From an optimization exercise on the open Yosys and OpenROAD flow, aimed at a short achievable clock period and few clock cycles; shortcuts taken in it are not production practice. No functional check of the RTL was part of any run shown here. Power and IR drop assume default switching activity.

<file path="run.sh">
#!/bin/bash
# synth_recipe.tcl (not shown) runs the flow's synth.tcl, then flattens the netlist and writes it again
# the make line also repeats each setting of config.mk as NAME=value (left out here)
make -C /OpenROAD-flow-scripts/flow DESIGN_CONFIG=/design/flow/config.mk WORK_HOME=/design/flow/orfs CLKGATE_MAP_FILE= SYNTH_SCRIPT=/design/flow/synth_recipe.tcl finish
</file>
<file path="config.mk">
export PLATFORM = sky130hd
export DESIGN_NAME = InstructionProcessor
export DESIGN_NICKNAME = InstructionProcessor
export VERILOG_FILES = /design/flow/design.v
export SDC_FILE = /design/flow/constraint.sdc
export NUM_CORES = 4
export LEC_CHECK = 0
export ABC_CLOCK_PERIOD_IN_PS = 2500
export CAP_MARGIN = 20
export CORE_MARGIN = 2
export CORE_UTILIZATION = 25
export PLACE_DENSITY = 0.45
export SETUP_SLACK_MARGIN = 5
export SLEW_MARGIN = 20
</file>
<file path="constraint.sdc">
create_clock -name core_clock -period 10.0 [get_ports {clk}]
set_input_delay 2.0000 -clock core_clock [delete_from_list [all_inputs] [get_ports {clk}]]
set_output_delay 2.0000 -clock core_clock [all_outputs]
set_load 0.01 [all_outputs]
</file>
<file path="design.v">
module ALU (
    input [63:0] operand1,
    input [63:0] operand2,
    input [63:0] operand2_x,    
    input        carry_in,      
    input [4:0]  sh,
    input [15:0] imm,
    input [63:0] mem_data,
    input sel_add, sel_and, sel_or, sel_xor, sel_not,
    input sel_shl, sel_shr, sel_rol, sel_ror, sel_imm, sel_mem,
    output [63:0] result,
    output zero_flag,
    output lt_flag,
    output gt_flag
);
wire [63:0]  sum = operand1 + operand2_x + {63'b0, carry_in};
wire [127:0] dbl = {operand1, operand1};
wire [127:0] rl  = dbl << sh;
wire [127:0] rr  = dbl >> sh;
assign result = ({64{sel_add}} & sum)
              | ({64{sel_and}} & (operand1 & operand2))
              | ({64{sel_or }} & (operand1 | operand2))
              | ({64{sel_xor}} & (operand1 ^ operand2))
              | ({64{sel_not}} & ~operand1)
              | ({64{sel_shl}} & (operand1 << sh))
              | ({64{sel_shr}} & (operand1 >> sh))
              | ({64{sel_rol}} & rl[127:64])
              | ({64{sel_ror}} & rr[63:0])
              | ({64{sel_imm}} & {48'b0, imm})
              | ({64{sel_mem}} & mem_data);
assign zero_flag = (operand1 == operand2);
assign lt_flag   = ($signed(operand1) < $signed(operand2));
assign gt_flag   = ($signed(operand1) > $signed(operand2));
endmodule
module RegisterFile (
    input clk,
    input [4:0] read_reg1_addr,
    input [4:0] read_reg2_addr,
    input [4:0] write_reg_addr,
    input [63:0] write_data,
    input write_enable,
    output [63:0] read_data1,
    output [63:0] read_data2
);
reg [63:0] registers [1:31];
assign read_data1 = (read_reg1_addr == 0) ? 64'b0 : registers[read_reg1_addr];
assign read_data2 = (read_reg2_addr == 0) ? 64'b0 : registers[read_reg2_addr];
always @(posedge clk)
begin
    if (write_enable && write_reg_addr != 0)
        registers[write_reg_addr] <= write_data;
end
endmodule
module SpecialRegFile (
    input clk,
    input reset,
    input link_write,
    input [15:0] link_data,
    input flag_write,
    input [2:0] flag_data,
    output reg [15:0] link_reg_out,
    output reg [2:0] flag_reg_out
);
always @(posedge clk)
begin
    if (reset)
    begin
        link_reg_out <= 16'b0;
        flag_reg_out <= 3'b0;
    end
    else
    begin
        if (link_write)
            link_reg_out <= link_data;
        if (flag_write)
            flag_reg_out <= flag_data;
    end
end
endmodule
module InstructionDecoder (
    input [63:0] instruction,
    output [4:0] rs1,
    output [4:0] rs2,
    output [4:0] rd,
    output [15:0] imm,
    output writes_rd,      
    output is_sub,         
    output sel_add, sel_and, sel_or, sel_xor, sel_not,
    output sel_shl, sel_shr, sel_rol, sel_ror, sel_imm, sel_mem,
    output is_store,
    output is_branch,
    output is_call,
    output is_cmp,
    output is_halt
);
wire [5:0] t  = instruction[63:58];
wire [5:0] op = instruction[57:52];
assign rs1 = instruction[51:47];
assign rs2 = instruction[46:42];
assign rd  = instruction[41:37];
assign imm = instruction[36:21];
wire t_alu = (t == 6'd0);
wire t_shf = (t == 6'd1);
wire t_mem = (t == 6'd2);
wire is_load = t_mem && op == 6'd1;
assign writes_rd = (t_alu || t_shf || is_load || t == 6'd6) && rd != 5'd0;
assign is_sub  = (t_alu && op == 6'd2) || t == 6'd5;
assign sel_add = t_alu && (op == 6'd1 || op == 6'd2);
assign sel_and = t_alu && op == 6'd3;
assign sel_or  = t_alu && op == 6'd4;
assign sel_xor = t_alu && op == 6'd5;
assign sel_not = t_alu && op == 6'd7;
assign sel_shl = t_shf && op == 6'd1;
assign sel_shr = t_shf && op == 6'd2;
assign sel_rol = t_shf && op == 6'd3;
assign sel_ror = t_shf && op == 6'd4;
assign sel_imm = (t == 6'd6);
assign sel_mem = is_load;
assign is_store  = t_mem && op == 6'd2;
assign is_branch = (t == 6'd3) && (op >= 6'd1 && op <= 6'd4);
assign is_call   = (t == 6'd4) && op == 6'd2;
assign is_cmp    = (t == 6'd5);
assign is_halt   = (t == 6'd7);
endmodule
module ControlUnit (
    input clk,
    input reset,
    input [63:0] instruction,         
    output reg [15:0] pc,
    input stop,                       
    output reg d_valid,
    output reg [63:0] d_instr,
    output reg [15:0] d_pc,
    input d_is_call,
    input d_is_cmp,
    input d_is_branch,
    input e_cmp_valid,                
    input [2:0] flags_d,              
    input [2:0] flag_reg,             
    input [15:0] link_reg,
    output d_mispredict
);
wire [5:0]  f_type = instruction[63:58];
wire [5:0]  f_op   = instruction[57:52];
wire [15:0] f_imm  = instruction[36:21];
wire f_jmp_call = (f_type == 6'd4) && (f_op == 6'd1 || f_op == 6'd2);
wire f_ret      = (f_type == 6'd4) && (f_op == 6'd3);
wire f_branch   = (f_type == 6'd3) && (f_op >= 6'd1 && f_op <= 6'd4);
function cond;
    input [5:0] op;
    input [2:0] fl;    
    case (op)
        6'd1: cond = fl[0];
        6'd2: cond = !fl[0];
        6'd3: cond = fl[2];
        6'd4: cond = fl[1];
        default: cond = 1'b0;
    endcase
endfunction
wire flags_final = !(d_valid && d_is_cmp) && !e_cmp_valid;
wire f_static = f_imm[15] || (f_op == 6'd2);
wire f_pred = flags_final ? cond(f_op, flag_reg) : f_static;
wire [15:0] pc_inc = pc + 16'd1;
wire [15:0] f_btarget = pc + f_imm;
wire [15:0] f_lr = (d_valid && d_is_call) ? d_pc + 16'd1 : link_reg;
reg d_pred;           
reg d_same;           
reg [15:0] d_alt;     
assign d_mispredict = d_valid && d_is_branch && !d_same &&
                      (cond(d_instr[57:52], flags_d) != d_pred);
always @(posedge clk)
begin
    if (reset)
    begin
        pc <= 16'b0;
        d_valid <= 1'b0;
    end
    else
    begin
        d_valid <= !d_mispredict && !stop;
        if (d_mispredict)
            pc <= d_alt;
        else if (f_jmp_call)
            pc <= f_imm;
        else if (f_ret)
            pc <= f_lr;
        else if (f_branch && f_pred)
            pc <= f_btarget;
        else
            pc <= pc_inc;
    end
    d_instr <= instruction;
    d_pc <= pc;
    d_pred <= f_pred;
    d_same <= (f_imm == 16'd1);
    d_alt <= f_pred ? pc_inc : f_btarget;
end
endmodule
module InstructionProcessor (
    input clk,
    input reset,
    output [15:0] instr_addr,
    input [63:0] instr_data,
    input [63:0] mem_data_in,
    output [63:0] mem_data_out,
    output [15:0] mem_addr_out,
    output mem_write,
    output halted
);
reg        halted_r;
wire [15:0] link_reg;
wire [2:0]  flag_reg;
wire        d_valid;
wire [63:0] d_instr;
wire [15:0] d_pc;
wire        d_mispredict;
reg        e_valid;
reg        e_wr;
reg [4:0]  e_rd;
reg [63:0] e_a, e_b, e_bx;
reg        e_cin;
reg [15:0] e_imm;
reg [4:0]  e_sh;
reg        e_add, e_and, e_or, e_xor, e_not, e_shl, e_shr, e_rol, e_ror, e_movi, e_load;
reg        e_store, e_cmp, e_halt;
reg        w_wr;
reg [4:0]  w_rd;
reg [63:0] w_data;
wire [4:0]  d_rs1, d_rs2, d_rd;
wire [15:0] d_imm;
wire d_writes, d_sub;
wire d_add, d_and, d_or, d_xor, d_not, d_shl, d_shr, d_rol, d_ror, d_movi, d_load;
wire d_store, d_branch, d_call, d_cmp, d_halt;
InstructionDecoder instructionDecoder_inst (
    .instruction(d_instr),
    .rs1(d_rs1), .rs2(d_rs2), .rd(d_rd), .imm(d_imm),
    .writes_rd(d_writes), .is_sub(d_sub),
    .sel_add(d_add), .sel_and(d_and), .sel_or(d_or), .sel_xor(d_xor), .sel_not(d_not),
    .sel_shl(d_shl), .sel_shr(d_shr), .sel_rol(d_rol), .sel_ror(d_ror),
    .sel_imm(d_movi), .sel_mem(d_load),
    .is_store(d_store), .is_branch(d_branch), .is_call(d_call), .is_cmp(d_cmp),
    .is_halt(d_halt)
);
wire [63:0] rf_a, rf_b;
RegisterFile registerFile_inst (
    .clk(clk),
    .read_reg1_addr(d_rs1),
    .read_reg2_addr(d_rs2),
    .write_reg_addr(w_rd),
    .write_data(w_data),
    .write_enable(w_wr),
    .read_data1(rf_a),
    .read_data2(rf_b)
);
wire [63:0] e_result;
wire e_z, e_lt, e_gt;
ALU alu_inst (
    .operand1(e_a), .operand2(e_b), .operand2_x(e_bx), .carry_in(e_cin),
    .sh(e_sh), .imm(e_imm), .mem_data(mem_data_in),
    .sel_add(e_add), .sel_and(e_and), .sel_or(e_or), .sel_xor(e_xor), .sel_not(e_not),
    .sel_shl(e_shl), .sel_shr(e_shr), .sel_rol(e_rol), .sel_ror(e_ror),
    .sel_imm(e_movi), .sel_mem(e_load),
    .result(e_result), .zero_flag(e_z), .lt_flag(e_lt), .gt_flag(e_gt)
);
wire fa_e = e_valid && e_wr && e_rd == d_rs1;
wire fb_e = e_valid && e_wr && e_rd == d_rs2;
wire fa_w = w_wr && w_rd == d_rs1;
wire fb_w = w_wr && w_rd == d_rs2;
wire [63:0] op_a = fa_e ? e_result : fa_w ? w_data : rf_a;
wire [63:0] op_b = fb_e ? e_result : fb_w ? w_data : rf_b;
wire e_cmp_valid = e_valid && e_cmp;
wire e_halt_valid = e_valid && e_halt;
wire stop = halted_r || (d_valid && d_halt) || e_halt_valid;
ControlUnit controlUnit_inst (
    .clk(clk),
    .reset(reset),
    .instruction(instr_data),
    .pc(instr_addr),
    .stop(stop),
    .d_valid(d_valid),
    .d_instr(d_instr),
    .d_pc(d_pc),
    .d_is_call(d_call),
    .d_is_cmp(d_cmp),
    .d_is_branch(d_branch),
    .e_cmp_valid(e_cmp_valid),
    .flags_d(e_cmp_valid ? {e_lt, e_gt, e_z} : flag_reg),
    .flag_reg(flag_reg),
    .link_reg(link_reg),
    .d_mispredict(d_mispredict)
);
SpecialRegFile specialRegFile_inst (
    .clk(clk),
    .reset(reset),
    .link_write(d_valid && d_call),
    .link_data(d_pc + 16'd1),
    .flag_write(e_cmp_valid),
    .flag_data({e_lt, e_gt, e_z}),
    .link_reg_out(link_reg),
    .flag_reg_out(flag_reg)
);
always @(posedge clk)
begin
    if (reset)
    begin
        e_valid <= 1'b0;
        w_wr <= 1'b0;
        halted_r <= 1'b0;
    end
    else
    begin
        e_valid <= d_valid;
        w_wr <= e_valid && e_wr;
        if (e_halt_valid)
            halted_r <= 1'b1;
    end
    e_wr <= d_writes;
    e_rd <= d_rd;
    e_a <= op_a;
    e_b <= op_b;
    e_bx <= d_sub ? ~op_b : op_b;
    e_cin <= d_sub;
    e_imm <= d_imm;
    e_sh <= d_rs2;
    e_add <= d_add; e_and <= d_and; e_or <= d_or; e_xor <= d_xor; e_not <= d_not;
    e_shl <= d_shl; e_shr <= d_shr; e_rol <= d_rol; e_ror <= d_ror;
    e_movi <= d_movi; e_load <= d_load;
    e_store <= d_store; e_cmp <= d_cmp; e_halt <= d_halt;
    w_rd <= e_rd;
    w_data <= e_result;
end
assign mem_write = e_valid && e_store;
assign mem_addr_out = e_imm;
assign mem_data_out = e_a;
assign halted = halted_r || e_halt_valid;
endmodule
</file>
==> impl_metrics.csv, run 1 <==
group,metric,value,unit
final_layout,nNetsFinal,9693,
sta,setup_violations,0,
min_path,hold_start,"controlUnit_inst.d_instr[35]",
worst_setup_path,rr_worst_depth,10,
placed_design,gp_congestion,0.942,
sta,drv_slew,0,
synth,synthSimpleGateAreaFrac,5.55,%
grt,grt_pass1_wl,724,mm
placed_design,pre_cts_ws,4.08,ns
worst_setup_path,reg2reg_from,"e_a[34]",
routing,via_per_inst,5.51,
sta,rsz0062_at_grt,"false",
synth,dominantRegCellSynth,"edfxtp_1",
synth,synth_nets,9572,
synth,postSynth.asyncResetShare,0,%
final_layout,drive_gt1_share,19.9,%
placed_design,numPortBuffers,206,
run_status,outcome,"finished clean",
synth,synth-seq-cells,2403,
sta,worstMarginPinSlew,1.29,ns
grt,use_met3,3.37,%
synth,yosysWarnings,4,
clock_network,cts_hold_buf,0,
final_layout,fin_cells,16206,
grt,use_met2,32.7,%
synth,synth-seq-area-share,54.0,%
floorplanning,fp.dieW,713,um
routing,ant_nets,0,
min_path,hold_path_class,"flop to flop",
routing,drcViolationCount,0,
sta,fmax,199,MHz
grt,grt_usage,20.0,%
worst_setup_path,critPathKind,"flop to flop",
final_layout,area_delta_synth_final,15.8,%
clock_network,h-tree-depth,5,
power_and_ir_drop,p_leak,52.0,nW
grt,grt_max_degree,106,
placed_design,dp.cells,15668,
final_layout,fin_util,29.1,%
worst_setup_path,cp-end-kind,"flop",
final_layout,fill_cells,50333,
routing,wirelength,528,mm
grt,grt_overflow_total,0,
clock_network,numCtsBuffers,293,
synth,ys_types,103,
synth,synth_xor_area_share,1.09,%
synth,synth_top_family_by_area,"multiplexers",
grt,met1_usage,26.5,%
worst_setup_path,arrival,5.91,ns
clock_network,cts_tree,"yes",
clock_network,clock_sinks,2403,
routing,num_vias,89314,
worst_setup_path,cp_max_fo,14,
floorplanning,core-area,501000,um^2
synth,netlist_area,126000,um^2
worst_setup_path,rrSetupSlack,4.97,ns
run,cap_viol_max_count,0,
grt,grt_pass1_vias,89421,
min_path,min_to,"e_imm[14]",
worst_setup_path,crit_required,10.89,ns
sta,final.setup.tns,0,ns
floorplanning,fp.dieArea,509000,um^2
grt,antenna_found_initial,29,
sta,hold_violations,0,
clock_network,clk_pin_slew,0.06,ns
sta,fin_ws,4.97,ns
clock_network,cts_buffer_depth,4,
sta,fin_skew,0.0741,ns
synth,synthMuxAreaShare,22.6,%
synth,syn_inst,9168,
sta,post-route-period-util,50.3,%
placed_design,place_hpwl,334,mm
routing,wire_per_inst,32.6,um
min_path,whs_path_depth,0,
clock_network,root_buffer,"clkbuf_16",
clock_network,clk_latency,1.01,ns
synth,synth.avg_cell_area,13.7,um^2
sta,post-route-min-period,5.03,ns
power_and_ir_drop,powerDensity,166,nW/um^2
floorplanning,ioPinCount,228,
worst_setup_path,r2r-end,"e_bx[57]",
worst_setup_path,worst_setup_path_start_kind,"flop",
sta,slew_headroom,13.1,%
floorplanning,rows,260,
routing,drtIter0Drc,10319,
synth,synth_compound_area_share,10.9,%
synth,synth_fa_ha_area_share,2.74,%
synth,synth_edf_count,1984,
floorplanning,die_h,713,um
floorplanning,initial_utilization,25.1,%
power_and_ir_drop,irDropWorstVdd,0.000135,V
routing,firstDrtPassIters,9,
grt,busiest_layer,"met2",
==> synth_stat cells, types with 121 or more instances <==
library cell	number	share of area, %
mux2_2	139	1.2
a21oi_1	628	2.5
ha_1	271	2.7
mux4_2	840	15
o22ai_1	145	0.72
o221ai_1	224	1.6
edfxtp_1	1984	47
inv_1	211	0.63
buf_1	132	0.39
o21ai_0	421	1.7
buf_2	121	0.48
clkbuf_1	394	1.2
mux2i_1	742	5.9
nand2_1	342	1.0
nor2_1	769	2.3
dfxtp_1	419	6.7
==> routing by layer <==
| layer | vias up | share of wire, % |
|---|---|---|
| li1 | 36887 | - |
| met1 | 47191 | 41 |
| met2 | 4387 | 47 |
| met3 | 841 | 7.7 |
| met4 | 8 | 4.1 |
| met5 | - | 0.0098 |
==> worst max-delay path by stage <==
stage                     startpoint                                 end  slack [ns]  cells past startpoint
final                        e_a[34]                            e_bx[57]        4.97                     10
after global routing         e_a[34]                            e_bx[61]        5.00                     10
after CTS                    e_sh[0]                            e_bx[27]        5.02                     12
after detailed placement     e_a[31]              controlUnit_inst.pc[5]        4.08                     14
after global placement       e_a[31]              controlUnit_inst.pc[4]        4.11                     14
after floorplan              w_rd[3]  registerFile_inst.registers[10][0]        4.25                      3
==> cell usage in the layout, fill, tap and decap left out, types with 67 or more instances in the layout <==
cell type / netlist / layout
ha_1: 271 / 271
nor2_1: 769 / 745
o22ai_1: 145 / 144
nand2_1: 342 / 339
mux4_2: 840 / 840
nor3_1: 95 / 85
a211oi_1: 87 / 86
xor2_1: 109 / 109
dfxtp_1: 419 / 356
edfxtp_1: 1984 / 1984
a21oi_1: 628 / 627
o21ai_0: 421 / 413
inv_1: 211 / 211
o221ai_1: 224 / 224
o211ai_1: 77 / 77
nand3_1: 67 / 67
clkbuf_16: 0 / 297
nand2b_1: 74 / 72
buf_4: 46 / 295
a221oi_1: 106 / 105
mux2_2: 139 / 139
mux2i_1: 742 / 740
clkdlybuf4s50_1: 0 / 205
==> cell type report <==
class                      instances  area, um^2  share of cell area [%]
antenna                            9        22.5                  0.0155
clock buffer                     375        7900                    5.42
clock inverter                   147        1310                   0.896
inverter                         219         832                   0.571
multi-input combinational       5839       54300                    37.3
sequential                      2403       68100                    46.7
tap                             6681        8360                    5.74
timing repair buffer             533        4830                    3.32
==> worst max-delay path, stage by stage, from the launching register on <==
cell and delay (ns):
dfxtp_1 0.92, ha_1 0.43, nand3_1 0.41, or3_1 0.56, a311oi_2 0.59, o2111ai_1 0.45, a211oi_1 0.41, nor3_1 0.10
o31ai_2 0.48, a2bb2oi_2 0.37, xor2_1 0.19
==> power by group <==
part | leakage (nW) | internal (mW) | total (mW) | switching [mW]
Combinational | 23.4 | 1.00 | 2.85 | 1.85
Clock | 4.48 | 5.93 | 10.4 | 4.48
Sequential | 24.2 | 10.8 | 11.0 | 0.161
==> flip-flops by register name, summed over array words and instances, names as in the netlist, 3 cells and up <==
| name | flops |
|---|---|
| controlUnit_inst.d_alt | 16 |
| controlUnit_inst.d_instr | 43 |
| controlUnit_inst.d_pc | 16 |
| controlUnit_inst.pc | 16 |
| e_a | 64 |
| e_b | 64 |
| e_bx | 64 |
| e_imm | 16 |
| e_rd | 5 |
| e_sh | 5 |
| registerFile_inst.registers | 1984 |
| specialRegFile_inst.flag_reg_out | 3 |
| specialRegFile_inst.link_reg_out | 16 |
| w_data | 64 |
| w_rd | 5 |
==> cell families after synthesis <==
family,count (synthesis)
adders and majority gates,274
xor gates and xnor gates,157
muxes,1741
buffers and inverters,926
and+or+nand+nor,1576
DFF,2403
AOI/OAI and AO/OA,2091
==> stage by stage <==
stage	power, mW	hold WS, ns	cell area (um^2)
floorplan	12.8	0.310	126000
global placement	14.0	0.313	136000
detailed placement	14.0	0.312	136000
CTS	24.4	0.327	146000
global route	24.9	0.332	146000
finish	24.2	0.323	146000
==> timing repair <==
action / CTS / global route
pin swaps: 2 / 0
endpoints found under the setup margin: 34 / 21
gates resized for setup: 10 / 9
buffers inserted: 4 / 0
gates cloned: 0 / 0
==> run 2: changes to the inputs <==
==> flow/run.sh (new file) <==
#!/bin/bash
set -o pipefail
MARGIN=${MARGIN:-6.5}
sed "s/SETUP_SLACK_MARGIN=[0-9.]*/SETUP_SLACK_MARGIN=$MARGIN/" standard.sh > standard_margin.sh
bash standard_margin.sh > standard.log 2>&1
status=$?
cp -r orfs/logs flow_logs 2>/dev/null
exit $status
==> standard.sh (new file) <==
#!/bin/bash
# synth_recipe.tcl (not shown) runs the flow's synth.tcl, then flattens the netlist and writes it again
# the make line also repeats each setting of config.mk as NAME=value (left out here)
make -C /OpenROAD-flow-scripts/flow DESIGN_CONFIG=/design/flow/config.mk WORK_HOME=/design/flow/orfs CLKGATE_MAP_FILE= SYNTH_SCRIPT=/design/flow/synth_recipe.tcl "${@:-finish}"
removed: run.sh
==> run 2 against run 1 <==
Fmax rose by 25%; via count up 5.9%; synthesized area unchanged; sequential power is essentially flat; worst setup slack better by 1.0 ns; design area increased by 8.8%; register-to-register slack improved by 1.0 ns; synthesized cell count is the same; die area unchanged; clock skew down 0.019 ns; clock power barely moved; critical endpoint is now controlUnit_inst.pc[8]; largest power group unchanged.
==> impl_metrics.csv, run 2 <==
group,metric,value,unit
clock_network,numCtsBuffers,293,
routing,ant_nets,0,
synth,synth.avg_cell_area,13.7,um^2
placed_design,gp_congestion,0.943,
routing,top_layer_used,"met5",
floorplanning,core-area,501000,um^2
synth,ys_types,103,
min_path,whs_path_depth,0,
synth,dominantRegCellSynth,"edfxtp_1",
worst_setup_path,cp_top_family,"compound AO/OA/AOI/OAI gates",
final_layout,fin_cells,16798,
synth,synth_nets,9572,
floorplanning,die_h,713,um
routing,wl_met3,55.2,mm
synth,syn_inst,9168,
floorplanning,fp.dieW,713,um
sta,final.setup.tns,0,ns
synth,netlist_area,126000,um^2
final_layout,nNetsFinal,10276,
worst_setup_path,r2r-end,"controlUnit_inst.pc[8]",
worst_setup_path,rrSetupSlack,5.99,ns
synth,postSynth.asyncResetShare,0,%
run,cap_viol_max_count,0,
worst_setup_path,worst_setup_path_start_kind,"flop",
floorplanning,initial_utilization,25.1,%
sta,post-route-min-period,4.01,ns
sta,fin_skew,0.0552,ns
power_and_ir_drop,p_leak,57.3,nW
grt,grt_max_degree,96,
power_and_ir_drop,irDropWorstVdd,0.000126,V
placed_design,numPortBuffers,206,
sta,setup_violations,0,
grt,grt_usage,21.5,%
final_layout,area_delta_synth_final,26.0,%
worst_setup_path,reg2reg_from,"e_a[15]",
final_layout,mostFrequentLayoutCells,"1,984 x edfxtp_1, 845 x mux4_2, 702 x nor2_1, 688 x mux2i_1, 545 x buf_4",
routing,via_per_inst,5.63,
synth,synth_fa_ha_area_share,2.74,%
worst_setup_path,cp_common_cell,"buf_12",
routing,wire_per_inst,34.3,um
final_layout,drive_gt1_share,31.6,%
worst_setup_path,arrival,4.80,ns
worst_setup_path,crit_start,"e_a[15]",
synth,yosysWarnings,4,
synth,synth-seq-cells,2403,
final_layout,largest_register_ffs,1984,
worst_setup_path,max_stage_delay,0.64,ns
run_status,outcome,"finished clean",
synth,synth_top_area_share,47.4,%
routing,drtIter0Drc,12322,
routing,firstDrtPassIters,8,
final_layout,final_common_cell,"edfxtp_1",
synth,synthSimpleGateAreaFrac,5.55,%
clock_network,root_buffer,"clkbuf_16",
power_and_ir_drop,finalPower,25.5,mW
synth,synth_edf_count,1984,
sta,worstMarginPinSlew,1.23,ns
synth,yosysMostFrequentCell,"edfxtp_1",
routing,wirelength,576,mm
grt,antenna_found_initial,38,
final_layout,regMostFlops,"registerFile_inst.registers",
sta,post-route-period-util,40.1,%
power_and_ir_drop,powerDensity,161,nW/um^2
placed_design,place_hpwl,332,mm
worst_setup_path,rr_worst_depth,15,
floorplanning,ioPinCount,228,
sta,drv_slew,0,
clock_network,h-tree-depth,5,
worst_setup_path,critPathKind,"flop to flop",
worst_setup_path,path_buf_inv,4,
grt,grt_pass1_wl,772,mm
clock_network,clock_sinks,2403,
min_path,hold_path_class,"flop to flop",
sta,rsz0062_at_grt,"true",
worst_setup_path,slowest_stage,"o41ai_4",
final_layout,fin_util,31.6,%
sta,slew_headroom,18.0,%
synth,netlist_top_cells_count,"1,984 x edfxtp_1, 840 x mux4_2, 769 x nor2_1",
clock_network,cts_buffer_depth,4,
floorplanning,fp.dieArea,509000,um^2
synth,synth_area_leaders,"edfxtp_1 47%, mux4_2 15%, dfxtp_1 6.7%, mux2i_1 5.9%, ha_1 2.7%",
synth,synth_top_family_by_area,"multiplexers",
sta,fmax,249,MHz
worst_setup_path,cp_max_fo,6,
grt,grt_pass1_vias,92200,
clock_network,cts_tree,"yes",
synth,yosysTopAreaCell,"edfxtp_1",
routing,dr_wl_met2,255,mm
worst_setup_path,crit_required,10.79,ns
synth,synth_xor_area_share,1.09,%
synth,synthMuxAreaShare,22.6,%
clock_network,cts_hold_buf,0,
placed_design,dp.cells,15640,
synth,synth-seq-area-share,54.0,%
min_path,min_to,"e_imm[9]",
clock_network,clk_latency,0.93,ns
routing,num_vias,94575,
sta,hold_ws,0.321,ns
routing,drcViolationCount,0,
min_path,hold_start,"controlUnit_inst.d_instr[30]",
floorplanning,rows,260,
routing,wl_met1,238,mm
clock_network,clk_pin_slew,0.06,ns
synth,synth_compound_area_share,10.9,%
worst_setup_path,cp-end-kind,"flop",
grt,grt_overflow_total,0,
worst_setup_path,critical_path.cell_chain,"buf_12 -> inv_2 -> ha_4 -> nor4_2 -> nand3_2 -> a21oi_2 -> o41ai_4 -> o2111ai_4 -> or4b_4 -> a31o_1 -> o211ai_2 -> mux2i_4 -> buf_12 -> buf_16 -> mux2_4",
sta,hold_violations,0,
-- run 2: layer usage --
| metal | track usage (%) | vias to the layer above |
|---|---|---|
| li1 | - | 38133 |
| met1 | 29.5 | 49756 |
| met2 | 33.2 | 5519 |
| met3 | 4.46 | 1153 |
| met4 | 8.66 | 14 |
| met5 | 0 | - |
-- run 2: cell type report --
type	instances	area (um^2)
flip-flops and latches	2403	68300
repair buffers	1108	12900
clock buffers	380	8000
fillers	49299	343000
inverters	219	860
multi-input cells	5847	58500
diodes	11	27.5
clock inverters	149	1480
well taps	6681	8360
-- run 2: cell families after synthesis --
| logic type | after synthesis |
|---|---|
| flip-flops | 2403 |
| AO/OA/AOI/OAI | 2091 |
| multiplexers | 1741 |
| AND/OR/NAND/NOR | 1576 |
| buffers and inverters | 926 |
| adder cells (fa/ha/maj) | 274 |
| XOR/XNOR | 157 |
-- run 2: worst max-delay path by stage --
stage	to	slack [ns]	depth (start not counted)
6_report	controlUnit_inst.pc[8]	5.99	15
5_1_grt	controlUnit_inst.pc[8]	5.98	17
4_1_cts	controlUnit_inst.pc[8]	5.97	16
3_5_place_dp	controlUnit_inst.pc[2]	4.29	13
3_3_place_gp	controlUnit_inst.pc[7]	4.24	13
2_1_floorplan	registerFile_inst.registers[18][0]	5.65	4
-- run 2: where the power goes --
part / total [mW] / internal, mW / switching (mW)
Sequential: 10.9 / 10.8 / 0.119
Clock: 10.7 / 6.20 / 4.49
Combinational: 3.87 / 1.53 / 2.34
Total: 25.5 / 18.5 / 6.95
-- run 2: metrics by stage --
step | setup WS [ns] | cell area, um^2
detailed placement | 4.29 | 136000
finish | 5.99 | 158000
global route | 5.98 | 158000
global placement | 4.24 | 136000
CTS | 5.97 | 155000
floorplan | 5.65 | 126000
-- run 2: worst register-to-register path, cell delays in order (launching register included) --
cell	delay (ns)
dfxtp_2	0.35
buf_12	0.15
inv_2	0.08
ha_4	0.29
nor4_2	0.06
nand3_2	0.11
a21oi_2	0.07
o41ai_4	0.64
o2111ai_4	0.36
or4b_4	0.58
a31o_1	0.20
o211ai_2	0.10
mux2i_4	0.33
buf_12	0.15
buf_16	0.13
mux2_4	0.29
-- run 2: timing repair --
action,4_1_cts,5_1_grt
buffers inserted,409,151
endpoints found under the setup margin,787,347
pin swaps,160,188
gates cloned,45,12
resized for setup,1546,421

## static timing again, ports no longer ideal
In the flow no input, the clock included, has a driving cell. The finished layouts below were timed again as built, in two steps. Step 1, drivers: a clkbuf_16 drives clk and a buf_2 each remaining input, both assumed. Step 2 adds t to the input delays and takes it off the output delays; t is the mean of the earliest and latest rising clock arrival at the registers after step 1. Input paths then give back, and output paths get back, about the clock's delay inside the block. Slacks: ideal ports / drivers / drivers and shift; pairs: ideal ports / drivers.
run	t (ns)	setup slack, ns	worst setup path at the end	clock arrival spread, ns	pins driven straight from the clock port
run 1	1.069	4.973 / 4.973 / 4.667	input to register	0.092 / 0.092	1
run 2	1.016	5.992 / 5.992 / 5.234	input to register	0.060 / 0.060	1
After both steps every run listed still meets setup and hold. The setup slack of run 2, which loses most, moves by 0.000 ns with the drivers and by -0.758 ns with both steps.
